What follows belongs to an exercise in optimizing a design on an open flow for small area, a short achievable clock period and few clock cycles per item; a production flow would make more cautious choices. Function was not checked in any run shown here: the RTL went through the layout flow alone. Power is estimated from default activity; no workload was simulated.

## flow/design.v (module list and top-level ports; edited modules follow where they fit)
// module add_sub: 7 lines
// module multi: 1734 lines
module multi #(parameter N = 32) (a,b,clk,out,load,done);
  // ...
==> flow/run.sh <==
#!/bin/bash
# synth_recipe.tcl (not shown) runs the flow's synth.tcl, then flattens the netlist and writes it again
# the make line also repeats each setting of config.mk as NAME=value (left out here)
make -C /OpenROAD-flow-scripts/flow DESIGN_CONFIG=/design/flow/config.mk WORK_HOME=/design/flow/orfs CLKGATE_MAP_FILE= SYNTH_SCRIPT=/design/flow/synth_recipe.tcl finish
==> flow/config.mk <==
export PLATFORM = sky130hd
export DESIGN_NAME = multi
export DESIGN_NICKNAME = multi
export VERILOG_FILES = /design/flow/design.v
export SDC_FILE = /design/flow/constraint.sdc
export NUM_CORES = 4
export LEC_CHECK = 0
export CAP_MARGIN = 20
export CORE_MARGIN = 2
export CORE_UTILIZATION = 40
export SLEW_MARGIN = 20
==> flow/constraint.sdc <==
create_clock -name core_clock -period 4.0 [get_ports {clk}]
set_input_delay 0.8000 -clock core_clock [delete_from_list [all_inputs] [get_ports {clk}]]
set_output_delay 0.8000 -clock core_clock [all_outputs]
set_load 0.01 [all_outputs]
==> qor.yml, run 1 <==
slowest_stage: "fa_1"
antenna_found_initial: 13
fin_crit_sh: 1.182
syn_area_per_cell_um2: 7.415
synth_compound_area_frac: 0.3271
grt_usage: 0.3286
grt_pass1_wl_mm: 259.0
drt_wl_total_mm: 176.4
synth_seq_area_share: 0.1361
rsz0062_at_grt: "yes"
drv_slew: 0
layoutNonFillerInstCount: 7386
seq_share: 0.1001
p_int_mw: 23.66
setup_viol: 70
violations: "setup timing"
met1_usage: 0.4674
synth_top_area_share: 0.2101
hold_violations: 0
yosysWarnings: 1
hold_path_startpoint: "load"
register_area_um2: 5435
status: "finished with violations"
dpl.cell_count: 7231
cpPeakStageDelay_ns: 0.54
p_sw_mw: 21.87
power_frac_comb: 0.873
drt_first_pass_iters: 7
powerDensity_nw_per_um2: 838.8
synthDistinctLibCells: 74
met3_usage: 0.09619
dieArea_um2: 102300
regMostFlops: "r"
cts_buffers: 17
hold_depth: 1
reg_top3: "r: 181 flops"
tap_cells: 1287
ys_ff_latch: 181
dominant_cells: "multi-input combinational cells"
synthTopCellsByCount: "a21oi_1, nor2_1, clkbuf_1, nand2_1, inv_1"
drc_errors: 0
end_kind: "output port"
pwr-share-clk: 0.037
final.setup.worst_slack_ns: -0.7266
==> inputs of run 2 (changes only) <==
--- a/flow/design.v
+++ b/flow/design.v
@@ -5,17 +5,17 @@
 input cin;
 assign add = a + b + cin;
 endmodule
 module multi #(parameter N = 32) (a,b,clk,out,load,done);
   input [N-1:0] a,b;
   input clk,load;
   output [2*N-1:0] out;
   output done;
-  reg [180:0] r;
+  reg [232:0] r;
   reg dn;
   wire one0 = b[0] ^ 1'b0;
   wire two0 = (b[1] & ~b[0] & ~1'b0) | (~b[1] & b[0] & 1'b0);
   wire neg0 = b[1];
   wire one1 = b[2] ^ b[1];
   wire two1 = (b[3] & ~b[2] & ~b[1]) | (~b[3] & b[2] & b[1]);
   wire neg1 = b[3];
   wire one2 = b[4] ^ b[3];
@@ -1311,431 +1311,483 @@
   wire s721 = ~(p12_31 ^ p13_29);
   wire c722 = p12_31 | p13_29;
   wire s723 = p14_27 ^ p15_25;
   wire c724 = p14_27 & p15_25;
   wire s725 = p12_32 ^ p13_30 ^ p14_28;
   wire c726 = (p12_32 & p13_30) | (p12_32 & p14_28) | (p13_30 & p14_28);
   wire s727 = ~p13_31;
   wire c728 = p13_31;
-  wire s729 = p0_4 ^ p1_2;
-  wire c730 = p0_4 & p1_2;
-  wire s731 = p0_5 ^ p1_3;
-  wire c732 = p0_5 & p1_3;
-  wire s733 = s529 ^ p2_2 ^ p3_0;
-  wire c734 = (s529 & p2_2) | (s529 & p3_0) | (p2_2 & p3_0);
-  wire s735 = c530 ^ s531 ^ p2_3;
-  wire c736 = (c530 & s531) | (c530 & p2_3) | (s531 & p2_3);
-  wire s737 = c532 ^ s533 ^ s535;
-  wire c738 = (c532 & s533) | (c532 & s535) | (s533 & s535);
-  wire s739 = c534 ^ c536 ^ s537;
-  wire c740 = (c534 & c536) | (c534 & s537) | (c536 & s537);
-  wire s741 = c538 ^ c540 ^ s541;
-  wire c742 = (c538 & c540) | (c538 & s541) | (c540 & s541);
-  wire s743 = c542 ^ c544 ^ s545;
-  wire c744 = (c542 & c544) | (c542 & s545) | (c544 & s545);
-  wire s745 = c546 ^ c548 ^ s549;
-  wire c746 = (c546 & c548) | (c546 & s549) | (c548 & s549);
-  wire s747 = c550 ^ c552 ^ s553;
-  wire c748 = (c550 & c552) | (c550 & s553) | (c552 & s553);
-  wire s749 = c554 ^ c556 ^ s557;
-  wire c750 = (c554 & c556) | (c554 & s557) | (c556 & s557);
-  wire s751 = c558 ^ c560 ^ s561;
-  wire c752 = (c558 & c560) | (c558 & s561) | (c560 & s561);
-  wire s753 = c562 ^ c564 ^ s565;
-  wire c754 = (c562 & c564) | (c562 & s565) | (c564 & s565);
-  wire s755 = c566 ^ c568 ^ s569;
-  wire c756 = (c566 & c568) | (c566 & s569) | (c568 & s569);
-  wire s757 = c570 ^ c572 ^ s573;
-  wire c758 = (c570 & c572) | (c570 & s573) | (c572 & s573);
-  wire s759 = c574 ^ c576 ^ s577;
-  wire c760 = (c574 & c576) | (c574 & s577) | (c576 & s577);
-  wire s761 = c578 ^ c580 ^ s581;
-  wire c762 = (c578 & c580) | (c578 & s581) | (c580 & s581);
-  wire s763 = c582 ^ c584 ^ s585;
-  wire c764 = (c582 & c584) | (c582 & s585) | (c584 & s585);
-  wire s765 = c586 ^ c588 ^ s589;
-  wire c766 = (c586 & c588) | (c586 & s589) | (c588 & s589);
-  wire s767 = c590 ^ c592 ^ s593;
-  wire c768 = (c590 & c592) | (c590 & s593) | (c592 & s593);
-  wire s769 = c594 ^ c596 ^ s597;
-  wire c770 = (c594 & c596) | (c594 & s597) | (c596 & s597);
-  wire s771 = c598 ^ c600 ^ s601;
-  wire c772 = (c598 & c600) | (c598 & s601) | (c600 & s601);
-  wire s773 = c602 ^ c604 ^ s605;
-  wire c774 = (c602 & c604) | (c602 & s605) | (c604 & s605);
-  wire s775 = c606 ^ c608 ^ s609;
-  wire c776 = (c606 & c608) | (c606 & s609) | (c608 & s609);
-  wire s777 = c610 ^ c612 ^ s613;
-  wire c778 = (c610 & c612) | (c610 & s613) | (c612 & s613);
-  wire s779 = c614 ^ c616 ^ s617;
-  wire c780 = (c614 & c616) | (c614 & s617) | (c616 & s617);
-  wire s781 = c618 ^ c620 ^ s621;
-  wire c782 = (c618 & c620) | (c618 & s621) | (c620 & s621);
-  wire s783 = c622 ^ c624 ^ s625;
-  wire c784 = (c622 & c624) | (c622 & s625) | (c624 & s625);
-  wire s785 = c626 ^ c628 ^ s629;
-  wire c786 = (c626 & c628) | (c626 & s629) | (c628 & s629);
-  wire s787 = c630 ^ c632 ^ s633;
-  wire c788 = (c630 & c632) | (c630 & s633) | (c632 & s633);
-  wire s789 = c634 ^ c636 ^ s637;
-  wire c790 = (c634 & c636) | (c634 & s637) | (c636 & s637);
-  wire s791 = c638 ^ c640 ^ s641;
-  wire c792 = (c638 & c640) | (c638 & s641) | (c640 & s641);
-  wire s793 = c642 ^ c644 ^ s645;
-  wire c794 = (c642 & c644) | (c642 & s645) | (c644 & s645);
-  wire s795 = c646 ^ c648 ^ s649;
-  wire c796 = (c646 & c648) | (c646 & s649) | (c648 & s649);
-  wire s797 = c650 ^ c652 ^ s653;
-  wire c798 = (c650 & c652) | (c650 & s653) | (c652 & s653);
-  wire s799 = c654 ^ c656 ^ s657;
-  wire c800 = (c654 & c656) | (c654 & s657) | (c656 & s657);
-  wire s801 = c658 ^ c660 ^ s661;
-  wire c802 = (c658 & c660) | (c658 & s661) | (c660 & s661);
-  wire s803 = c662 ^ c664 ^ s665;
-  wire c804 = (c662 & c664) | (c662 & s665) | (c664 & s665);
-  wire s805 = c666 ^ c668 ^ s669;
-  wire c806 = (c666 & c668) | (c666 & s669) | (c668 & s669);
-  wire s807 = c670 ^ c672 ^ s673;
-  wire c808 = (c670 & c672) | (c670 & s673) | (c672 & s673);
-  wire s809 = c674 ^ c676 ^ s677;
-  wire c810 = (c674 & c676) | (c674 & s677) | (c676 & s677);
-  wire s811 = c678 ^ c680 ^ s681;
-  wire c812 = (c678 & c680) | (c678 & s681) | (c680 & s681);
-  wire s813 = c682 ^ c684 ^ s685;
-  wire c814 = (c682 & c684) | (c682 & s685) | (c684 & s685);
-  wire s815 = c686 ^ c688 ^ s689;
-  wire c816 = (c686 & c688) | (c686 & s689) | (c688 & s689);
-  wire s817 = c690 ^ c692 ^ s693;
-  wire c818 = (c690 & c692) | (c690 & s693) | (c692 & s693);
-  wire s819 = c694 ^ c696 ^ s697;
-  wire c820 = (c694 & c696) | (c694 & s697) | (c696 & s697);
-  wire s821 = c698 ^ c700 ^ s701;
-  wire c822 = (c698 & c700) | (c698 & s701) | (c700 & s701);
-  wire s823 = c702 ^ c704 ^ s705;
-  wire c824 = (c702 & c704) | (c702 & s705) | (c704 & s705);
-  wire s825 = c706 ^ c708 ^ s709;
-  wire c826 = (c706 & c708) | (c706 & s709) | (c708 & s709);
-  wire s827 = c710 ^ c712 ^ s713;
-  wire c828 = (c710 & c712) | (c710 & s713) | (c712 & s713);
-  wire s829 = c714 ^ c716 ^ s717;
-  wire c830 = (c714 & c716) | (c714 & s717) | (c716 & s717);
-  wire s831 = c718 ^ c720 ^ s721;
-  wire c832 = (c718 & c720) | (c718 & s721) | (c720 & s721);
-  wire s833 = c722 ^ c724 ^ s725;
-  wire c834 = (c722 & c724) | (c722 & s725) | (c724 & s725);
-  wire s835 = c726 ^ s727 ^ p14_29;
-  wire c836 = (c726 & s727) | (c726 & p14_29) | (s727 & p14_29);
-  wire s837 = c728 ^ p13_32 ^ p14_30;
-  wire c838 = (c728 & p13_32) | (c728 & p14_30) | (p13_32 & p14_30);
-  wire s839 = ~p14_31;
-  wire c840 = p14_31;
   always @(posedge clk) begin
     if (load) begin
       dn <= 1'b1;
       r[0] <= p0_0;
       r[1] <= neg0;
       r[2] <= p0_1;
       r[3] <= p0_2;
       r[4] <= p1_0;
       r[5] <= neg1;
       r[6] <= p0_3;
       r[7] <= p1_1;
-      r[8] <= s729;
-      r[9] <= p2_0;
-      r[10] <= neg2;
-      r[11] <= c730;
-      r[12] <= s731;
-      r[13] <= p2_1;
-      r[14] <= c732;
-      r[15] <= s733;
-      r[16] <= neg3;
-      r[17] <= c734;
-      r[18] <= s735;
-      r[19] <= p3_1;
-      r[20] <= c736;
-      r[21] <= s737;
-      r[22] <= neg4;
-      r[23] <= c738;
-      r[24] <= s739;
-      r[25] <= s539;
-      r[26] <= c740;
-      r[27] <= s741;
-      r[28] <= s543;
-      r[29] <= c742;
-      r[30] <= s743;
-      r[31] <= s547;
-      r[32] <= c744;
-      r[33] <= s745;
-      r[34] <= s551;
-      r[35] <= c746;
-      r[36] <= s747;
-      r[37] <= s555;
-      r[38] <= c748;
-      r[39] <= s749;
-      r[40] <= s559;
-      r[41] <= c750;
-      r[42] <= s751;
-      r[43] <= s563;
-      r[44] <= c752;
-      r[45] <= s753;
-      r[46] <= s567;
-      r[47] <= c754;
-      r[48] <= s755;
-      r[49] <= s571;
-      r[50] <= c756;
-      r[51] <= s757;
-      r[52] <= s575;
-      r[53] <= c758;
-      r[54] <= s759;
-      r[55] <= s579;
-      r[56] <= c760;
-      r[57] <= s761;
-      r[58] <= s583;
-      r[59] <= c762;
-      r[60] <= s763;
-      r[61] <= s587;
-      r[62] <= c764;
-      r[63] <= s765;
-      r[64] <= s591;
-      r[65] <= c766;
-      r[66] <= s767;
-      r[67] <= s595;
-      r[68] <= c768;
-      r[69] <= s769;
-      r[70] <= s599;
-      r[71] <= c770;
-      r[72] <= s771;
-      r[73] <= s603;
-      r[74] <= c772;
-      r[75] <= s773;
-      r[76] <= s607;
-      r[77] <= c774;
-      r[78] <= s775;
-      r[79] <= s611;
-      r[80] <= c776;
-      r[81] <= s777;
-      r[82] <= s615;
-      r[83] <= c778;
-      r[84] <= s779;
-      r[85] <= s619;
-      r[86] <= c780;
-      r[87] <= s781;
-      r[88] <= s623;
-      r[89] <= c782;
-      r[90] <= s783;
-      r[91] <= s627;
-      r[92] <= c784;
-      r[93] <= s785;
-      r[94] <= s631;
-      r[95] <= c786;
-      r[96] <= s787;
-      r[97] <= s635;
-      r[98] <= c788;
-      r[99] <= s789;
-      r[100] <= s639;
-      r[101] <= c790;
-      r[102] <= s791;
-      r[103] <= s643;
-      r[104] <= c792;
-      r[105] <= s793;
-      r[106] <= s647;
-      r[107] <= c794;
-      r[108] <= s795;
-      r[109] <= s651;
-      r[110] <= c796;
-      r[111] <= s797;
-      r[112] <= s655;
-      r[113] <= c798;
-      r[114] <= s799;
-      r[115] <= s659;
-      r[116] <= c800;
-      r[117] <= s801;
-      r[118] <= s663;
-      r[119] <= c802;
-      r[120] <= s803;
-      r[121] <= s667;
-      r[122] <= c804;
-      r[123] <= s805;
-      r[124] <= s671;
-      r[125] <= c806;
-      r[126] <= s807;
-      r[127] <= s675;
-      r[128] <= c808;
-      r[129] <= s809;
-      r[130] <= s679;
-      r[131] <= c810;
-      r[132] <= s811;
-      r[133] <= s683;
-      r[134] <= c812;
-      r[135] <= s813;
-      r[136] <= s687;
-      r[137] <= c814;
-      r[138] <= s815;
-      r[139] <= s691;
-      r[140] <= c816;
-      r[141] <= s817;
-      r[142] <= s695;
-      r[143] <= c818;
-      r[144] <= s819;
-      r[145] <= s699;
-      r[146] <= c820;
-      r[147] <= s821;
-      r[148] <= s703;
-      r[149] <= c822;
-      r[150] <= s823;
-      r[151] <= s707;
-      r[152] <= c824;
-      r[153] <= s825;
-      r[154] <= s711;
-      r[155] <= c826;
-      r[156] <= s827;
-      r[157] <= s715;
-      r[158] <= c828;
-      r[159] <= s829;
-      r[160] <= s719;
-      r[161] <= c830;
-      r[162] <= s831;
-      r[163] <= s723;
-      r[164] <= c832;
-      r[165] <= s833;
-      r[166] <= p15_26;
-      r[167] <= c834;
-      r[168] <= s835;
-      r[169] <= p15_27;
-      r[170] <= c836;
-      r[171] <= s837;
-      r[172] <= p15_28;
-      r[173] <= c838;
-      r[174] <= s839;
-      r[175] <= p15_29;
-      r[176] <= c840;
-      r[177] <= p14_32;
-      r[178] <= p15_30;
-      r[179] <= p15_31;
-      r[180] <= p15_32;
+      r[8] <= p0_4;
+      r[9] <= p1_2;
+      r[10] <= p2_0;
+      r[11] <= neg2;
+      r[12] <= p0_5;
+      r[13] <= p1_3;
+      r[14] <= p2_1;
+      r[15] <= s529;
+      r[16] <= p2_2;
+      r[17] <= p3_0;
+      r[18] <= neg3;
+      r[19] <= c530;
+      r[20] <= s531;
+      r[21] <= p2_3;
+      r[22] <= p3_1;
+      r[23] <= c532;
+      r[24] <= s533;
+      r[25] <= s535;
+      r[26] <= neg4;
+      r[27] <= c534;
+      r[28] <= c536;
+      r[29] <= s537;
+      r[30] <= s539;
+      r[31] <= c538;
+      r[32] <= c540;
+      r[33] <= s541;
+      r[34] <= s543;
+      r[35] <= c542;
+      r[36] <= c544;
+      r[37] <= s545;
+      r[38] <= s547;
+      r[39] <= c546;
+      r[40] <= c548;
+      r[41] <= s549;
+      r[42] <= s551;
+      r[43] <= c550;
+      r[44] <= c552;
+      r[45] <= s553;
+      r[46] <= s555;
+      r[47] <= c554;
+      r[48] <= c556;
+      r[49] <= s557;
+      r[50] <= s559;
+      r[51] <= c558;
+      r[52] <= c560;
+      r[53] <= s561;
+      r[54] <= s563;
+      r[55] <= c562;
+      r[56] <= c564;
+      r[57] <= s565;
+      r[58] <= s567;
+      r[59] <= c566;
+      r[60] <= c568;
+      r[61] <= s569;
+      r[62] <= s571;
+      r[63] <= c570;
+      r[64] <= c572;
+      r[65] <= s573;
+      r[66] <= s575;
+      r[67] <= c574;
+      r[68] <= c576;
+      r[69] <= s577;
+      r[70] <= s579;
+      r[71] <= c578;
+      r[72] <= c580;
+      r[73] <= s581;
+      r[74] <= s583;
+      r[75] <= c582;
+      r[76] <= c584;
+      r[77] <= s585;
+      r[78] <= s587;
+      r[79] <= c586;
+      r[80] <= c588;
+      r[81] <= s589;
+      r[82] <= s591;
+      r[83] <= c590;
+      r[84] <= c592;
+      r[85] <= s593;
+      r[86] <= s595;
+      r[87] <= c594;
+      r[88] <= c596;
+      r[89] <= s597;
+      r[90] <= s599;
+      r[91] <= c598;
+      r[92] <= c600;
+      r[93] <= s601;
+      r[94] <= s603;
+      r[95] <= c602;
+      r[96] <= c604;
+      r[97] <= s605;
+      r[98] <= s607;
+      r[99] <= c606;
+      r[100] <= c608;
+      r[101] <= s609;
+      r[102] <= s611;
+      r[103] <= c610;
+      r[104] <= c612;
+      r[105] <= s613;
+      r[106] <= s615;
+      r[107] <= c614;
+      r[108] <= c616;
+      r[109] <= s617;
+      r[110] <= s619;
+      r[111] <= c618;
+      r[112] <= c620;
+      r[113] <= s621;
+      r[114] <= s623;
+      r[115] <= c622;
+      r[116] <= c624;
+      r[117] <= s625;
+      r[118] <= s627;
+      r[119] <= c626;
+      r[120] <= c628;
+      r[121] <= s629;
+      r[122] <= s631;
+      r[123] <= c630;
+      r[124] <= c632;
+      r[125] <= s633;
+      r[126] <= s635;
+      r[127] <= c634;
+      r[128] <= c636;
+      r[129] <= s637;
+      r[130] <= s639;
+      r[131] <= c638;
+      r[132] <= c640;
+      r[133] <= s641;
+      r[134] <= s643;
+      r[135] <= c642;
+      r[136] <= c644;
+      r[137] <= s645;
+      r[138] <= s647;
+      r[139] <= c646;
+      r[140] <= c648;
+      r[141] <= s649;
+      r[142] <= s651;
+      r[143] <= c650;
+      r[144] <= c652;
+      r[145] <= s653;
+      r[146] <= s655;
+      r[147] <= c654;
+      r[148] <= c656;
+      r[149] <= s657;
+      r[150] <= s659;
+      r[151] <= c658;
+      r[152] <= c660;
+      r[153] <= s661;
+      r[154] <= s663;
+      r[155] <= c662;
+      r[156] <= c664;
+      r[157] <= s665;
+      r[158] <= s667;
+      r[159] <= c666;
+      r[160] <= c668;
+      r[161] <= s669;
+      r[162] <= s671;
+      r[163] <= c670;
+      r[164] <= c672;
+      r[165] <= s673;
+      r[166] <= s675;
+      r[167] <= c674;
+      r[168] <= c676;
+      r[169] <= s677;
+      r[170] <= s679;
+      r[171] <= c678;
+      r[172] <= c680;
+      r[173] <= s681;
+      r[174] <= s683;
+      r[175] <= c682;
+      r[176] <= c684;
+      r[177] <= s685;
+      r[178] <= s687;
+      r[179] <= c686;
+      r[180] <= c688;
+      r[181] <= s689;
+      r[182] <= s691;
+      r[183] <= c690;
+      r[184] <= c692;
+      r[185] <= s693;
+      r[186] <= s695;
+      r[187] <= c694;
+      r[188] <= c696;
+      r[189] <= s697;
+      r[190] <= s699;
+      r[191] <= c698;
+      r[192] <= c700;
+      r[193] <= s701;
+      r[194] <= s703;
+      r[195] <= c702;
+      r[196] <= c704;
+      r[197] <= s705;
+      r[198] <= s707;
+      r[199] <= c706;
+      r[200] <= c708;
+      r[201] <= s709;
+      r[202] <= s711;
+      r[203] <= c710;
+      r[204] <= c712;
+      r[205] <= s713;
+      r[206] <= s715;
+      r[207] <= c714;
+      r[208] <= c716;
+      r[209] <= s717;
+      r[210] <= s719;
+      r[211] <= c718;
+      r[212] <= c720;
+      r[213] <= s721;
+      r[214] <= s723;
+      r[215] <= c722;
+      r[216] <= c724;
+      r[217] <= s725;
+      r[218] <= p15_26;
+      r[219] <= c726;
+      r[220] <= s727;
+      r[221] <= p14_29;
+      r[222] <= p15_27;
+      r[223] <= c728;
+      r[224] <= p13_32;
+      r[225] <= p14_30;
+      r[226] <= p15_28;
+      r[227] <= p14_31;
+      r[228] <= p15_29;
+      r[229] <= p14_32;
+      r[230] <= p15_30;
+      r[231] <= p15_31;
+      r[232] <= p15_32;
     end
   end
+  wire s729 = r[8] ^ r[9];
+  wire c730 = r[8] & r[9];
+  wire s731 = r[12] ^ r[13];
+  wire c732 = r[12] & r[13];
+  wire s733 = r[15] ^ r[16] ^ r[17];
+  wire c734 = (r[15] & r[16]) | (r[15] & r[17]) | (r[16] & r[17]);
+  wire s735 = r[19] ^ r[20] ^ r[21];
+  wire c736 = (r[19] & r[20]) | (r[19] & r[21]) | (r[20] & r[21]);
+  wire s737 = r[23] ^ r[24] ^ r[25];
+  wire c738 = (r[23] & r[24]) | (r[23] & r[25]) | (r[24] & r[25]);
+  wire s739 = r[27] ^ r[28] ^ r[29];
+  wire c740 = (r[27] & r[28]) | (r[27] & r[29]) | (r[28] & r[29]);
+  wire s741 = r[31] ^ r[32] ^ r[33];
+  wire c742 = (r[31] & r[32]) | (r[31] & r[33]) | (r[32] & r[33]);
+  wire s743 = r[35] ^ r[36] ^ r[37];
+  wire c744 = (r[35] & r[36]) | (r[35] & r[37]) | (r[36] & r[37]);
+  wire s745 = r[39] ^ r[40] ^ r[41];
+  wire c746 = (r[39] & r[40]) | (r[39] & r[41]) | (r[40] & r[41]);
+  wire s747 = r[43] ^ r[44] ^ r[45];
+  wire c748 = (r[43] & r[44]) | (r[43] & r[45]) | (r[44] & r[45]);
+  wire s749 = r[47] ^ r[48] ^ r[49];
+  wire c750 = (r[47] & r[48]) | (r[47] & r[49]) | (r[48] & r[49]);
+  wire s751 = r[51] ^ r[52] ^ r[53];
+  wire c752 = (r[51] & r[52]) | (r[51] & r[53]) | (r[52] & r[53]);
+  wire s753 = r[55] ^ r[56] ^ r[57];
+  wire c754 = (r[55] & r[56]) | (r[55] & r[57]) | (r[56] & r[57]);
+  wire s755 = r[59] ^ r[60] ^ r[61];
+  wire c756 = (r[59] & r[60]) | (r[59] & r[61]) | (r[60] & r[61]);
+  wire s757 = r[63] ^ r[64] ^ r[65];
+  wire c758 = (r[63] & r[64]) | (r[63] & r[65]) | (r[64] & r[65]);
+  wire s759 = r[67] ^ r[68] ^ r[69];
+  wire c760 = (r[67] & r[68]) | (r[67] & r[69]) | (r[68] & r[69]);
+  wire s761 = r[71] ^ r[72] ^ r[73];
+  wire c762 = (r[71] & r[72]) | (r[71] & r[73]) | (r[72] & r[73]);
+  wire s763 = r[75] ^ r[76] ^ r[77];
+  wire c764 = (r[75] & r[76]) | (r[75] & r[77]) | (r[76] & r[77]);
+  wire s765 = r[79] ^ r[80] ^ r[81];
+  wire c766 = (r[79] & r[80]) | (r[79] & r[81]) | (r[80] & r[81]);
+  wire s767 = r[83] ^ r[84] ^ r[85];
+  wire c768 = (r[83] & r[84]) | (r[83] & r[85]) | (r[84] & r[85]);
+  wire s769 = r[87] ^ r[88] ^ r[89];
+  wire c770 = (r[87] & r[88]) | (r[87] & r[89]) | (r[88] & r[89]);
+  wire s771 = r[91] ^ r[92] ^ r[93];
+  wire c772 = (r[91] & r[92]) | (r[91] & r[93]) | (r[92] & r[93]);
+  wire s773 = r[95] ^ r[96] ^ r[97];
+  wire c774 = (r[95] & r[96]) | (r[95] & r[97]) | (r[96] & r[97]);
+  wire s775 = r[99] ^ r[100] ^ r[101];
+  wire c776 = (r[99] & r[100]) | (r[99] & r[101]) | (r[100] & r[101]);
+  wire s777 = r[103] ^ r[104] ^ r[105];
+  wire c778 = (r[103] & r[104]) | (r[103] & r[105]) | (r[104] & r[105]);
+  wire s779 = r[107] ^ r[108] ^ r[109];
+  wire c780 = (r[107] & r[108]) | (r[107] & r[109]) | (r[108] & r[109]);
+  wire s781 = r[111] ^ r[112] ^ r[113];
+  wire c782 = (r[111] & r[112]) | (r[111] & r[113]) | (r[112] & r[113]);
+  wire s783 = r[115] ^ r[116] ^ r[117];
+  wire c784 = (r[115] & r[116]) | (r[115] & r[117]) | (r[116] & r[117]);
+  wire s785 = r[119] ^ r[120] ^ r[121];
+  wire c786 = (r[119] & r[120]) | (r[119] & r[121]) | (r[120] & r[121]);
+  wire s787 = r[123] ^ r[124] ^ r[125];
+  wire c788 = (r[123] & r[124]) | (r[123] & r[125]) | (r[124] & r[125]);
+  wire s789 = r[127] ^ r[128] ^ r[129];
+  wire c790 = (r[127] & r[128]) | (r[127] & r[129]) | (r[128] & r[129]);
+  wire s791 = r[131] ^ r[132] ^ r[133];
+  wire c792 = (r[131] & r[132]) | (r[131] & r[133]) | (r[132] & r[133]);
+  wire s793 = r[135] ^ r[136] ^ r[137];
+  wire c794 = (r[135] & r[136]) | (r[135] & r[137]) | (r[136] & r[137]);
+  wire s795 = r[139] ^ r[140] ^ r[141];
+  wire c796 = (r[139] & r[140]) | (r[139] & r[141]) | (r[140] & r[141]);
+  wire s797 = r[143] ^ r[144] ^ r[145];
+  wire c798 = (r[143] & r[144]) | (r[143] & r[145]) | (r[144] & r[145]);
+  wire s799 = r[147] ^ r[148] ^ r[149];
+  wire c800 = (r[147] & r[148]) | (r[147] & r[149]) | (r[148] & r[149]);
+  wire s801 = r[151] ^ r[152] ^ r[153];
+  wire c802 = (r[151] & r[152]) | (r[151] & r[153]) | (r[152] & r[153]);
+  wire s803 = r[155] ^ r[156] ^ r[157];
+  wire c804 = (r[155] & r[156]) | (r[155] & r[157]) | (r[156] & r[157]);
+  wire s805 = r[159] ^ r[160] ^ r[161];
+  wire c806 = (r[159] & r[160]) | (r[159] & r[161]) | (r[160] & r[161]);
+  wire s807 = r[163] ^ r[164] ^ r[165];
+  wire c808 = (r[163] & r[164]) | (r[163] & r[165]) | (r[164] & r[165]);
+  wire s809 = r[167] ^ r[168] ^ r[169];
+  wire c810 = (r[167] & r[168]) | (r[167] & r[169]) | (r[168] & r[169]);
+  wire s811 = r[171] ^ r[172] ^ r[173];
+  wire c812 = (r[171] & r[172]) | (r[171] & r[173]) | (r[172] & r[173]);
+  wire s813 = r[175] ^ r[176] ^ r[177];
+  wire c814 = (r[175] & r[176]) | (r[175] & r[177]) | (r[176] & r[177]);
+  wire s815 = r[179] ^ r[180] ^ r[181];
+  wire c816 = (r[179] & r[180]) | (r[179] & r[181]) | (r[180] & r[181]);
+  wire s817 = r[183] ^ r[184] ^ r[185];
+  wire c818 = (r[183] & r[184]) | (r[183] & r[185]) | (r[184] & r[185]);
+  wire s819 = r[187] ^ r[188] ^ r[189];
+  wire c820 = (r[187] & r[188]) | (r[187] & r[189]) | (r[188] & r[189]);
+  wire s821 = r[191] ^ r[192] ^ r[193];
+  wire c822 = (r[191] & r[192]) | (r[191] & r[193]) | (r[192] & r[193]);
+  wire s823 = r[195] ^ r[196] ^ r[197];
+  wire c824 = (r[195] & r[196]) | (r[195] & r[197]) | (r[196] & r[197]);
+  wire s825 = r[199] ^ r[200] ^ r[201];
+  wire c826 = (r[199] & r[200]) | (r[199] & r[201]) | (r[200] & r[201]);
+  wire s827 = r[203] ^ r[204] ^ r[205];
+  wire c828 = (r[203] & r[204]) | (r[203] & r[205]) | (r[204] & r[205]);
+  wire s829 = r[207] ^ r[208] ^ r[209];
+  wire c830 = (r[207] & r[208]) | (r[207] & r[209]) | (r[208] & r[209]);
+  wire s831 = r[211] ^ r[212] ^ r[213];
+  wire c832 = (r[211] & r[212]) | (r[211] & r[213]) | (r[212] & r[213]);
+  wire s833 = r[215] ^ r[216] ^ r[217];
+  wire c834 = (r[215] & r[216]) | (r[215] & r[217]) | (r[216] & r[217]);
+  wire s835 = r[219] ^ r[220] ^ r[221];
+  wire c836 = (r[219] & r[220]) | (r[219] & r[221]) | (r[220] & r[221]);
+  wire s837 = r[223] ^ r[224] ^ r[225];
+  wire c838 = (r[223] & r[224]) | (r[223] & r[225]) | (r[224] & r[225]);
+  wire s839 = ~r[227];
+  wire c840 = r[227];
   wire s841 = r[3] ^ r[4];
   wire c842 = r[3] & r[4];
   wire s843 = r[6] ^ r[7];
   wire c844 = r[6] & r[7];
-  wire s845 = r[8] ^ r[9] ^ r[10];
-  wire c846 = (r[8] & r[9]) | (r[8] & r[10]) | (r[9] & r[10]);
-  wire s847 = r[11] ^ r[12] ^ r[13];
-  wire c848 = (r[11] & r[12]) | (r[11] & r[13]) | (r[12] & r[13]);
-  wire s849 = r[14] ^ r[15] ^ r[16];
-  wire c850 = (r[14] & r[15]) | (r[14] & r[16]) | (r[15] & r[16]);
-  wire s851 = r[17] ^ r[18] ^ r[19];
-  wire c852 = (r[17] & r[18]) | (r[17] & r[19]) | (r[18] & r[19]);
-  wire s853 = r[20] ^ r[21] ^ r[22];
-  wire c854 = (r[20] & r[21]) | (r[20] & r[22]) | (r[21] & r[22]);
-  wire s855 = r[23] ^ r[24] ^ r[25];
-  wire c856 = (r[23] & r[24]) | (r[23] & r[25]) | (r[24] & r[25]);
-  wire s857 = r[26] ^ r[27] ^ r[28];
-  wire c858 = (r[26] & r[27]) | (r[26] & r[28]) | (r[27] & r[28]);
-  wire s859 = r[29] ^ r[30] ^ r[31];
-  wire c860 = (r[29] & r[30]) | (r[29] & r[31]) | (r[30] & r[31]);
-  wire s861 = r[32] ^ r[33] ^ r[34];
-  wire c862 = (r[32] & r[33]) | (r[32] & r[34]) | (r[33] & r[34]);
-  wire s863 = r[35] ^ r[36] ^ r[37];
-  wire c864 = (r[35] & r[36]) | (r[35] & r[37]) | (r[36] & r[37]);
-  wire s865 = r[38] ^ r[39] ^ r[40];
-  wire c866 = (r[38] & r[39]) | (r[38] & r[40]) | (r[39] & r[40]);
-  wire s867 = r[41] ^ r[42] ^ r[43];
-  wire c868 = (r[41] & r[42]) | (r[41] & r[43]) | (r[42] & r[43]);
-  wire s869 = r[44] ^ r[45] ^ r[46];
-  wire c870 = (r[44] & r[45]) | (r[44] & r[46]) | (r[45] & r[46]);
-  wire s871 = r[47] ^ r[48] ^ r[49];
-  wire c872 = (r[47] & r[48]) | (r[47] & r[49]) | (r[48] & r[49]);
-  wire s873 = r[50] ^ r[51] ^ r[52];
-  wire c874 = (r[50] & r[51]) | (r[50] & r[52]) | (r[51] & r[52]);
-  wire s875 = r[53] ^ r[54] ^ r[55];
-  wire c876 = (r[53] & r[54]) | (r[53] & r[55]) | (r[54] & r[55]);
-  wire s877 = r[56] ^ r[57] ^ r[58];
-  wire c878 = (r[56] & r[57]) | (r[56] & r[58]) | (r[57] & r[58]);
-  wire s879 = r[59] ^ r[60] ^ r[61];
-  wire c880 = (r[59] & r[60]) | (r[59] & r[61]) | (r[60] & r[61]);
-  wire s881 = r[62] ^ r[63] ^ r[64];
-  wire c882 = (r[62] & r[63]) | (r[62] & r[64]) | (r[63] & r[64]);
-  wire s883 = r[65] ^ r[66] ^ r[67];
-  wire c884 = (r[65] & r[66]) | (r[65] & r[67]) | (r[66] & r[67]);
-  wire s885 = r[68] ^ r[69] ^ r[70];
-  wire c886 = (r[68] & r[69]) | (r[68] & r[70]) | (r[69] & r[70]);
-  wire s887 = r[71] ^ r[72] ^ r[73];
-  wire c888 = (r[71] & r[72]) | (r[71] & r[73]) | (r[72] & r[73]);
-  wire s889 = r[74] ^ r[75] ^ r[76];
-  wire c890 = (r[74] & r[75]) | (r[74] & r[76]) | (r[75] & r[76]);
-  wire s891 = r[77] ^ r[78] ^ r[79];
-  wire c892 = (r[77] & r[78]) | (r[77] & r[79]) | (r[78] & r[79]);
-  wire s893 = r[80] ^ r[81] ^ r[82];
-  wire c894 = (r[80] & r[81]) | (r[80] & r[82]) | (r[81] & r[82]);
-  wire s895 = r[83] ^ r[84] ^ r[85];
-  wire c896 = (r[83] & r[84]) | (r[83] & r[85]) | (r[84] & r[85]);
-  wire s897 = r[86] ^ r[87] ^ r[88];
-  wire c898 = (r[86] & r[87]) | (r[86] & r[88]) | (r[87] & r[88]);
-  wire s899 = r[89] ^ r[90] ^ r[91];
-  wire c900 = (r[89] & r[90]) | (r[89] & r[91]) | (r[90] & r[91]);
-  wire s901 = r[92] ^ r[93] ^ r[94];
-  wire c902 = (r[92] & r[93]) | (r[92] & r[94]) | (r[93] & r[94]);
-  wire s903 = r[95] ^ r[96] ^ r[97];
-  wire c904 = (r[95] & r[96]) | (r[95] & r[97]) | (r[96] & r[97]);
-  wire s905 = r[98] ^ r[99] ^ r[100];
-  wire c906 = (r[98] & r[99]) | (r[98] & r[100]) | (r[99] & r[100]);
-  wire s907 = r[101] ^ r[102] ^ r[103];
-  wire c908 = (r[101] & r[102]) | (r[101] & r[103]) | (r[102] & r[103]);
-  wire s909 = r[104] ^ r[105] ^ r[106];
-  wire c910 = (r[104] & r[105]) | (r[104] & r[106]) | (r[105] & r[106]);
-  wire s911 = r[107] ^ r[108] ^ r[109];
-  wire c912 = (r[107] & r[108]) | (r[107] & r[109]) | (r[108] & r[109]);
-  wire s913 = r[110] ^ r[111] ^ r[112];
-  wire c914 = (r[110] & r[111]) | (r[110] & r[112]) | (r[111] & r[112]);
-  wire s915 = r[113] ^ r[114] ^ r[115];
-  wire c916 = (r[113] & r[114]) | (r[113] & r[115]) | (r[114] & r[115]);
-  wire s917 = r[116] ^ r[117] ^ r[118];
-  wire c918 = (r[116] & r[117]) | (r[116] & r[118]) | (r[117] & r[118]);
-  wire s919 = r[119] ^ r[120] ^ r[121];
-  wire c920 = (r[119] & r[120]) | (r[119] & r[121]) | (r[120] & r[121]);
-  wire s921 = r[122] ^ r[123] ^ r[124];
-  wire c922 = (r[122] & r[123]) | (r[122] & r[124]) | (r[123] & r[124]);
-  wire s923 = r[125] ^ r[126] ^ r[127];
-  wire c924 = (r[125] & r[126]) | (r[125] & r[127]) | (r[126] & r[127]);
-  wire s925 = r[128] ^ r[129] ^ r[130];
-  wire c926 = (r[128] & r[129]) | (r[128] & r[130]) | (r[129] & r[130]);
-  wire s927 = r[131] ^ r[132] ^ r[133];
-  wire c928 = (r[131] & r[132]) | (r[131] & r[133]) | (r[132] & r[133]);
-  wire s929 = r[134] ^ r[135] ^ r[136];
-  wire c930 = (r[134] & r[135]) | (r[134] & r[136]) | (r[135] & r[136]);
-  wire s931 = r[137] ^ r[138] ^ r[139];
-  wire c932 = (r[137] & r[138]) | (r[137] & r[139]) | (r[138] & r[139]);
-  wire s933 = r[140] ^ r[141] ^ r[142];
-  wire c934 = (r[140] & r[141]) | (r[140] & r[142]) | (r[141] & r[142]);
-  wire s935 = r[143] ^ r[144] ^ r[145];
-  wire c936 = (r[143] & r[144]) | (r[143] & r[145]) | (r[144] & r[145]);
-  wire s937 = r[146] ^ r[147] ^ r[148];
-  wire c938 = (r[146] & r[147]) | (r[146] & r[148]) | (r[147] & r[148]);
-  wire s939 = r[149] ^ r[150] ^ r[151];
-  wire c940 = (r[149] & r[150]) | (r[149] & r[151]) | (r[150] & r[151]);
-  wire s941 = r[152] ^ r[153] ^ r[154];
-  wire c942 = (r[152] & r[153]) | (r[152] & r[154]) | (r[153] & r[154]);
-  wire s943 = r[155] ^ r[156] ^ r[157];
-  wire c944 = (r[155] & r[156]) | (r[155] & r[157]) | (r[156] & r[157]);
-  wire s945 = r[158] ^ r[159] ^ r[160];
-  wire c946 = (r[158] & r[159]) | (r[158] & r[160]) | (r[159] & r[160]);
-  wire s947 = r[161] ^ r[162] ^ r[163];
-  wire c948 = (r[161] & r[162]) | (r[161] & r[163]) | (r[162] & r[163]);
-  wire s949 = r[164] ^ r[165] ^ r[166];
-  wire c950 = (r[164] & r[165]) | (r[164] & r[166]) | (r[165] & r[166]);
-  wire s951 = r[167] ^ r[168] ^ r[169];
-  wire c952 = (r[167] & r[168]) | (r[167] & r[169]) | (r[168] & r[169]);
-  wire s953 = r[170] ^ r[171] ^ r[172];
-  wire c954 = (r[170] & r[171]) | (r[170] & r[172]) | (r[171] & r[172]);
-  wire s955 = r[173] ^ r[174] ^ r[175];
-  wire c956 = (r[173] & r[174]) | (r[173] & r[175]) | (r[174] & r[175]);
-  wire s957 = r[176] ^ r[177] ^ r[178];
-  wire c958 = (r[176] & r[177]) | (r[176] & r[178]) | (r[177] & r[178]);
-  wire s959 = ~r[179];
-  wire c960 = r[179];
+  wire s845 = s729 ^ r[10] ^ r[11];
+  wire c846 = (s729 & r[10]) | (s729 & r[11]) | (r[10] & r[11]);
+  wire s847 = c730 ^ s731 ^ r[14];
+  wire c848 = (c730 & s731) | (c730 & r[14]) | (s731 & r[14]);
+  wire s849 = c732 ^ s733 ^ r[18];
+  wire c850 = (c732 & s733) | (c732 & r[18]) | (s733 & r[18]);
+  wire s851 = c734 ^ s735 ^ r[22];
+  wire c852 = (c734 & s735) | (c734 & r[22]) | (s735 & r[22]);
+  wire s853 = c736 ^ s737 ^ r[26];
+  wire c854 = (c736 & s737) | (c736 & r[26]) | (s737 & r[26]);
+  wire s855 = c738 ^ s739 ^ r[30];
+  wire c856 = (c738 & s739) | (c738 & r[30]) | (s739 & r[30]);
+  wire s857 = c740 ^ s741 ^ r[34];
+  wire c858 = (c740 & s741) | (c740 & r[34]) | (s741 & r[34]);
+  wire s859 = c742 ^ s743 ^ r[38];
+  wire c860 = (c742 & s743) | (c742 & r[38]) | (s743 & r[38]);
+  wire s861 = c744 ^ s745 ^ r[42];
+  wire c862 = (c744 & s745) | (c744 & r[42]) | (s745 & r[42]);
+  wire s863 = c746 ^ s747 ^ r[46];
+  wire c864 = (c746 & s747) | (c746 & r[46]) | (s747 & r[46]);
+  wire s865 = c748 ^ s749 ^ r[50];
+  wire c866 = (c748 & s749) | (c748 & r[50]) | (s749 & r[50]);
+  wire s867 = c750 ^ s751 ^ r[54];
+  wire c868 = (c750 & s751) | (c750 & r[54]) | (s751 & r[54]);
+  wire s869 = c752 ^ s753 ^ r[58];
+  wire c870 = (c752 & s753) | (c752 & r[58]) | (s753 & r[58]);
+  wire s871 = c754 ^ s755 ^ r[62];
+  wire c872 = (c754 & s755) | (c754 & r[62]) | (s755 & r[62]);
+  wire s873 = c756 ^ s757 ^ r[66];
+  wire c874 = (c756 & s757) | (c756 & r[66]) | (s757 & r[66]);
+  wire s875 = c758 ^ s759 ^ r[70];
+  wire c876 = (c758 & s759) | (c758 & r[70]) | (s759 & r[70]);
+  wire s877 = c760 ^ s761 ^ r[74];
+  wire c878 = (c760 & s761) | (c760 & r[74]) | (s761 & r[74]);
+  wire s879 = c762 ^ s763 ^ r[78];
+  wire c880 = (c762 & s763) | (c762 & r[78]) | (s763 & r[78]);
+  wire s881 = c764 ^ s765 ^ r[82];
+  wire c882 = (c764 & s765) | (c764 & r[82]) | (s765 & r[82]);
+  wire s883 = c766 ^ s767 ^ r[86];
+  wire c884 = (c766 & s767) | (c766 & r[86]) | (s767 & r[86]);
+  wire s885 = c768 ^ s769 ^ r[90];
+  wire c886 = (c768 & s769) | (c768 & r[90]) | (s769 & r[90]);
+  wire s887 = c770 ^ s771 ^ r[94];
+  wire c888 = (c770 & s771) | (c770 & r[94]) | (s771 & r[94]);
+  wire s889 = c772 ^ s773 ^ r[98];
+  wire c890 = (c772 & s773) | (c772 & r[98]) | (s773 & r[98]);
+  wire s891 = c774 ^ s775 ^ r[102];
+  wire c892 = (c774 & s775) | (c774 & r[102]) | (s775 & r[102]);
+  wire s893 = c776 ^ s777 ^ r[106];
+  wire c894 = (c776 & s777) | (c776 & r[106]) | (s777 & r[106]);
+  wire s895 = c778 ^ s779 ^ r[110];
+  wire c896 = (c778 & s779) | (c778 & r[110]) | (s779 & r[110]);
+  wire s897 = c780 ^ s781 ^ r[114];
+  wire c898 = (c780 & s781) | (c780 & r[114]) | (s781 & r[114]);
+  wire s899 = c782 ^ s783 ^ r[118];
+  wire c900 = (c782 & s783) | (c782 & r[118]) | (s783 & r[118]);
+  wire s901 = c784 ^ s785 ^ r[122];
+  wire c902 = (c784 & s785) | (c784 & r[122]) | (s785 & r[122]);
+  wire s903 = c786 ^ s787 ^ r[126];
+  wire c904 = (c786 & s787) | (c786 & r[126]) | (s787 & r[126]);
+  wire s905 = c788 ^ s789 ^ r[130];
+  wire c906 = (c788 & s789) | (c788 & r[130]) | (s789 & r[130]);
+  wire s907 = c790 ^ s791 ^ r[134];
+  wire c908 = (c790 & s791) | (c790 & r[134]) | (s791 & r[134]);
+  wire s909 = c792 ^ s793 ^ r[138];
+  wire c910 = (c792 & s793) | (c792 & r[138]) | (s793 & r[138]);
+  wire s911 = c794 ^ s795 ^ r[142];
+  wire c912 = (c794 & s795) | (c794 & r[142]) | (s795 & r[142]);
+  wire s913 = c796 ^ s797 ^ r[146];
+  wire c914 = (c796 & s797) | (c796 & r[146]) | (s797 & r[146]);
+  wire s915 = c798 ^ s799 ^ r[150];
+  wire c916 = (c798 & s799) | (c798 & r[150]) | (s799 & r[150]);
+  wire s917 = c800 ^ s801 ^ r[154];
+  wire c918 = (c800 & s801) | (c800 & r[154]) | (s801 & r[154]);
+  wire s919 = c802 ^ s803 ^ r[158];
+  wire c920 = (c802 & s803) | (c802 & r[158]) | (s803 & r[158]);
+  wire s921 = c804 ^ s805 ^ r[162];
+  wire c922 = (c804 & s805) | (c804 & r[162]) | (s805 & r[162]);
+  wire s923 = c806 ^ s807 ^ r[166];
+  wire c924 = (c806 & s807) | (c806 & r[166]) | (s807 & r[166]);
+  wire s925 = c808 ^ s809 ^ r[170];
+  wire c926 = (c808 & s809) | (c808 & r[170]) | (s809 & r[170]);
+  wire s927 = c810 ^ s811 ^ r[174];
+  wire c928 = (c810 & s811) | (c810 & r[174]) | (s811 & r[174]);
+  wire s929 = c812 ^ s813 ^ r[178];
+  wire c930 = (c812 & s813) | (c812 & r[178]) | (s813 & r[178]);
+  wire s931 = c814 ^ s815 ^ r[182];
+  wire c932 = (c814 & s815) | (c814 & r[182]) | (s815 & r[182]);
+  wire s933 = c816 ^ s817 ^ r[186];
+  wire c934 = (c816 & s817) | (c816 & r[186]) | (s817 & r[186]);
+  wire s935 = c818 ^ s819 ^ r[190];
+  wire c936 = (c818 & s819) | (c818 & r[190]) | (s819 & r[190]);
+  wire s937 = c820 ^ s821 ^ r[194];
+  wire c938 = (c820 & s821) | (c820 & r[194]) | (s821 & r[194]);
+  wire s939 = c822 ^ s823 ^ r[198];
+  wire c940 = (c822 & s823) | (c822 & r[198]) | (s823 & r[198]);
+  wire s941 = c824 ^ s825 ^ r[202];
+  wire c942 = (c824 & s825) | (c824 & r[202]) | (s825 & r[202]);
+  wire s943 = c826 ^ s827 ^ r[206];
+  wire c944 = (c826 & s827) | (c826 & r[206]) | (s827 & r[206]);
+  wire s945 = c828 ^ s829 ^ r[210];
+  wire c946 = (c828 & s829) | (c828 & r[210]) | (s829 & r[210]);
+  wire s947 = c830 ^ s831 ^ r[214];
+  wire c948 = (c830 & s831) | (c830 & r[214]) | (s831 & r[214]);
+  wire s949 = c832 ^ s833 ^ r[218];
+  wire c950 = (c832 & s833) | (c832 & r[218]) | (s833 & r[218]);
+  wire s951 = c834 ^ s835 ^ r[222];
+  wire c952 = (c834 & s835) | (c834 & r[222]) | (s835 & r[222]);
+  wire s953 = c836 ^ s837 ^ r[226];
+  wire c954 = (c836 & s837) | (c836 & r[226]) | (s837 & r[226]);
+  wire s955 = c838 ^ s839 ^ r[228];
+  wire c956 = (c838 & s839) | (c838 & r[228]) | (s839 & r[228]);
+  wire s957 = c840 ^ r[229] ^ r[230];
+  wire c958 = (c840 & r[229]) | (c840 & r[230]) | (r[229] & r[230]);
+  wire s959 = ~r[231];
+  wire c960 = r[231];
   wire [2*N-1:0] x0 = {1'b1, c960, c958, c956, c954, c952, c950, c948, c946, c944, c942, c940, c938, c936, c934, c932, c930, c928, c926, c924, c922, c920, c918, c916, c914, c912, c910, c908, c906, c904, c902, c900, c898, c896, c894, c892, c890, c888, c886, c884, c882, c880, c878, c876, c874, c872, c870, c868, c866, c864, c862, c860, c858, c856, c854, c852, c850, c848, c846, c844, c842, s841, r[2], r[0]};
-  wire [2*N-1:0] x1 = {1'b0, r[180], s959, s957, s955, s953, s951, s949, s947, s945, s943, s941, s939, s937, s935, s933, s931, s929, s927, s925, s923, s921, s919, s917, s915, s913, s911, s909, s907, s905, s903, s901, s899, s897, s895, s893, s891, s889, s887, s885, s883, s881, s879, s877, s875, s873, s871, s869, s867, s865, s863, s861, s859, s857, s855, s853, s851, s849, s847, s845, s843, r[5], 1'b0, r[1]};
+  wire [2*N-1:0] x1 = {1'b0, r[232], s959, s957, s955, s953, s951, s949, s947, s945, s943, s941, s939, s937, s935, s933, s931, s929, s927, s925, s923, s921, s919, s917, s915, s913, s911, s909, s907, s905, s903, s901, s899, s897, s895, s893, s891, s889, s887, s885, s883, s881, s879, s877, s875, s873, s871, s869, s867, s865, s863, s861, s859, s857, s855, s853, s851, s849, s847, s845, s843, r[5], 1'b0, r[1]};
   assign out = x0 + x1;
   assign done = dn;
 endmodule
==> run 2 against run 1 <==
Net effect: the layout still fails its checks (setup timing); critical path depth up 5; highest routed layer unchanged; count of clock-buffer cells in the layout rose by 6; core utilization is 5.0 points lower; design area fell by 6.1%; first-iteration DRC count up 4.1%; synthesized cell count rose by 0.45%; final cell count down 2.8%; combinational power is 37% higher; critical endpoint is now out[57].
==> qor.yml, run 2 <==
crit_chain: "fa_1 > inv_1 > fa_1 > inv_2 > ha_4 > buf_12 > nand4_1 > buf_4 > o2bb2ai_4 > or4_4 > a21boi_4 > buf_12 > o41ai_4 > buf_4 > o31ai_4 > xnor2_1 > buf_2"  # was fa_1 > ha_4 > o21ai_4 > a221oi_4 > o221ai_2 > or3_4 > a211o_4 > a211oi_2 > or3b_4 > a31oi_4 > xnor2_1 > buf_2
synth_top_cell_by_area: "fa_1"  # unchanged
hold_path_startpoint: "load"  # unchanged
grt_start_max_net_pins: 72  # was 76
syn_area_per_cell_um2: 7.597  # was 7.415 µm²
drt_first_pass_iters: 6  # was 7
portBuffers: 129  # unchanged
grt_pass1_vias: 38830  # was 41310
total_power_mw: 61.60  # was 45.53 mW
ys_ff_latch: 233  # was 181
critPathKind: "flop to output port"  # unchanged
end_kind: "output port"  # unchanged
hold_violations: 0  # unchanged
clk_pin_slew_worst_paths_ns: 0.07  # about the same
fin_crit_ns: 5.263  # was 4.727 ns
cap_violations: 0  # unchanged
num_vias: 42850  # was 45360
root_buffer: "clkbuf_16"  # unchanged
regMostFlops: "r"  # unchanged
slowest_stage: "or4_4"  # was fa_1
cts_buffers: 24  # was 17
cts_buffer_depth: 3  # was 2
hold_depth: 1  # unchanged
synth.area.top_cells: "fa_1, edfxtp_1, a21oi_1, nor2_1, clkbuf_1"  # unchanged
synth_ff_type: "edfxtp_1"  # unchanged
drv_slew: 0  # unchanged
async_reset_ff_frac: 0  # unchanged
synth_edf_count: 233  # was 181
final.setup.worst_slack_ns: -1.263  # was -0.7266 ns
final_cell_mix: "buf_4, nor2_1, a21oi_1, nand2_1, fa_1"  # was buf_4, a21oi_1, nor2_1, nand2_1, inv_1
syn_to_final_growth_pct: 24.04  # was 35.96%
clkSinkCount: 233  # was 181
critPathBufInv: 7  # was 1
maxSlewHeadroom: 0.5099  # was 0.4969
worst_setup_path_start_kind: "flop"  # unchanged
syn_area_um2: 41080  # was 39920 µm²
ant_nets: 0  # unchanged
drt_wl_total_mm: 164.3  # was 176.4 mm
routabilityCongestion: 0.9672  # was 1.006
fin_crit_sh: 1.316  # was 1.182
largest_register_ffs: 233  # was 181
grt_overflow: 0  # unchanged
min_path_type: "input pin to flop"  # unchanged
netlist_instances: 5408  # was 5384
antenna_found_initial: 13  # unchanged
pin_count: 131  # unchanged
synthTopCellsByCount: "a21oi_1, nor2_1, clkbuf_1, nand2_1, o21ai_0"  # was a21oi_1, nor2_1, clkbuf_1, nand2_1, inv_1
setup_viol: 55  # was 70
yosysWarnings: 1  # unchanged
grt_pass1_wl_mm: 247.9  # was 259.0 mm
drive_gt1_frac: 0.2231  # was 0.3203
synthDistinctLibCells: 82  # was 74
cts_tree: "built"  # unchanged
synth_top_area_share: 0.2042  # was 0.2101
powerDensity_nw_per_um2: 1209  # was 838.8 nW/µm²
via_per_inst: 5.968  # was 6.141
die_height_um: 324.5  # was 319.9 µm
stdcell_area_um2: 50960  # was 54280 µm²
dpl-instance-area_um2: 48720  # was 49570 µm²
synth_seq_area_share: 0.1703  # was 0.1361
fmax_mhz: 190.0  # was 211.6 MHz
wire_per_inst_um: 22.88  # was 23.88 µm
rsz0062_at_grt: "yes"  # unchanged
min_to: "r[56]$_DFFE_PP_"  # was r[13]$_DFFE_PP_
cpPeakStageDelay_ns: 0.56  # was 0.54 ns
fill_cells: 9741  # was 9006
crit_required_ns: 3.20  # about the same
fp-row-count: 117  # was 115
hold_buffers: 0  # unchanged
core_area_um2: 101900  # was 98710 µm²
cts_htree_levels: 1  # was 4
dieArea_um2: 105300  # was 102300 µm²
critical_path.top_delay_family: "adder cells"  # was compound AO/OA/AOI/OAI gates
leakage_nw: 20.49  # was 22.41 nW
cp_max_fo: 5  # was 4
status: "finished with violations"  # unchanged
die_w_um: 324.5  # was 319.9 µm
dpl.cell_count: 7095  # was 7231
drc_errors: 0  # unchanged
arrival_ns: 4.46  # was 3.93 ns
peakVddDrop_mv: 2.874  # was 0.9895 mV
grt_usage: 0.3021  # was 0.3286
worst_slew_pin_slew_ns: 0.7352  # was 0.7467 ns
hpwl_mm: 130.3  # was 137.4 mm
syn_nets: 6005  # was 5981
reg_top3: "r: 233 flops"  # was r: 181 flops
synth.most_common_cell: "a21oi_1"  # unchanged
drtIter0Drc: 6130  # was 5887
violations: "setup timing"  # unchanged
fin_nets: 6388  # was 6682
layoutNonFillerInstCount: 7180  # was 7386
fin_tns_setup_ns: -48.38  # was -20.89 ns
start_util: 0.4032  # was 0.4044
final_common_cell: "buf_4"  # unchanged
-- run 2: changes by cell type after synthesis, sizes merged, moves of 43 or more --
cell	previous run	this run
edfxtp	181	233
nand2	476	533
o21ai	354	427
a21oi	685	618
nor2	572	615
inv	424	353
-- run 2: cell families after synthesis --
family | Yosys count | synth area share
AOI/OAI and AO/OA | 1998 | 0.3068
xor gates and xnor gates | 114 | 0.02430
adders and majority gates | 628 | 0.2619
buffers and inverters | 1051 | 0.09627
DFF | 233 | 0.1703
muxes | 7 | 0.001797
other | 1 | 0.00009128
and+or+nand+nor | 1376 | 0.1385
-- run 2: worst max-delay path by stage --
stage,from,to,slack (ns),cells past startpoint
floorplan,r[55]$_DFFE_PP_,out[43],-0.34,14
global placement,r[55]$_DFFE_PP_,out[61],-1.32,14
detailed placement,r[55]$_DFFE_PP_,out[61],-1.30,14
CTS,r[25]$_DFFE_PP_,out[43],-1.25,16
global route,r[57]$_DFFE_PP_,out[62],-1.41,16
finish,r[27]$_DFFE_PP_,out[57],-1.26,17
-- run 2: area by class of cell --
type | instances | area, µm² | share of cell area
Antenna cell | 4 | 10.01 | 0.0001964
Timing Repair Buffer | 1044 | 8488 | 0.1666
Multi-Input combinational cell | 4124 | 31540 | 0.6189
Sequential cell | 233 | 6997 | 0.1373
Tap cell | 1368 | 1712 | 0.03359
Clock buffer | 25 | 625.6 | 0.01228
Clock inverter | 18 | 219.0 | 0.004297
Inverter | 364 | 1369 | 0.02686
-- run 2: stage by stage --
step                setup slack [ns]  hold WS, ns    util
detailed placement            -1.301        1.297  0.4782
global route                  -1.408       0.7386  0.5001
finish                        -1.263       0.7343  0.5001
floorplan                    -0.3373       0.8989       -
global placement              -1.318        1.293  0.4782
CTS                           -1.247       0.7118  0.4972
-- run 2: what timing repair did --
item                       4_1_cts  5_1_grt
pin swaps                      136       70
buffers inserted                32       12
setup endpoints to repair      111       63
resized for setup              441       59
-- run 2: metal layers --
layer	vias to the layer above	wire [µm]	global-route usage
li1	19840	-	-
met4	18	4295	0.07377
met1	20620	72340	0.4499
met2	2145	70000	0.4477
met3	235	17510	0.05826
met5	-	110	0
-- run 2: where the power goes --
group	switching (mW)	total, mW	internal, mW
combinational	27.9	54.6	26.7
clock	1.02	2.42	1.41
sequential	0.442	4.54	4.10

static timing again, ports no longer ideal:
No port has a modelled driver above. Below, the same layouts with a new extraction and two added sets of constraints.
Step 1: set_driving_cell puts a clkbuf_16 on clk and a buf_2 on each other input, an assumption about the parent block.
Step 2 moves the port delays by t, midway between the first and last clock arrival at a register: inputs arrive t later, outputs are due t later. That takes back most of the time a late clock gives input paths.
Slacks: no drivers / after step 1 / after step 2; pairs: no drivers / after step 1.
| run | t (ns) | setup slack, ns | cell pins on the clock port's net |
|---|---|---|---|
| run 1 | 0.522 | -0.727 / -0.797 / -0.650 | 1 |
| run 2 | 0.619 | -1.263 / -1.332 / -0.713 | 1 |
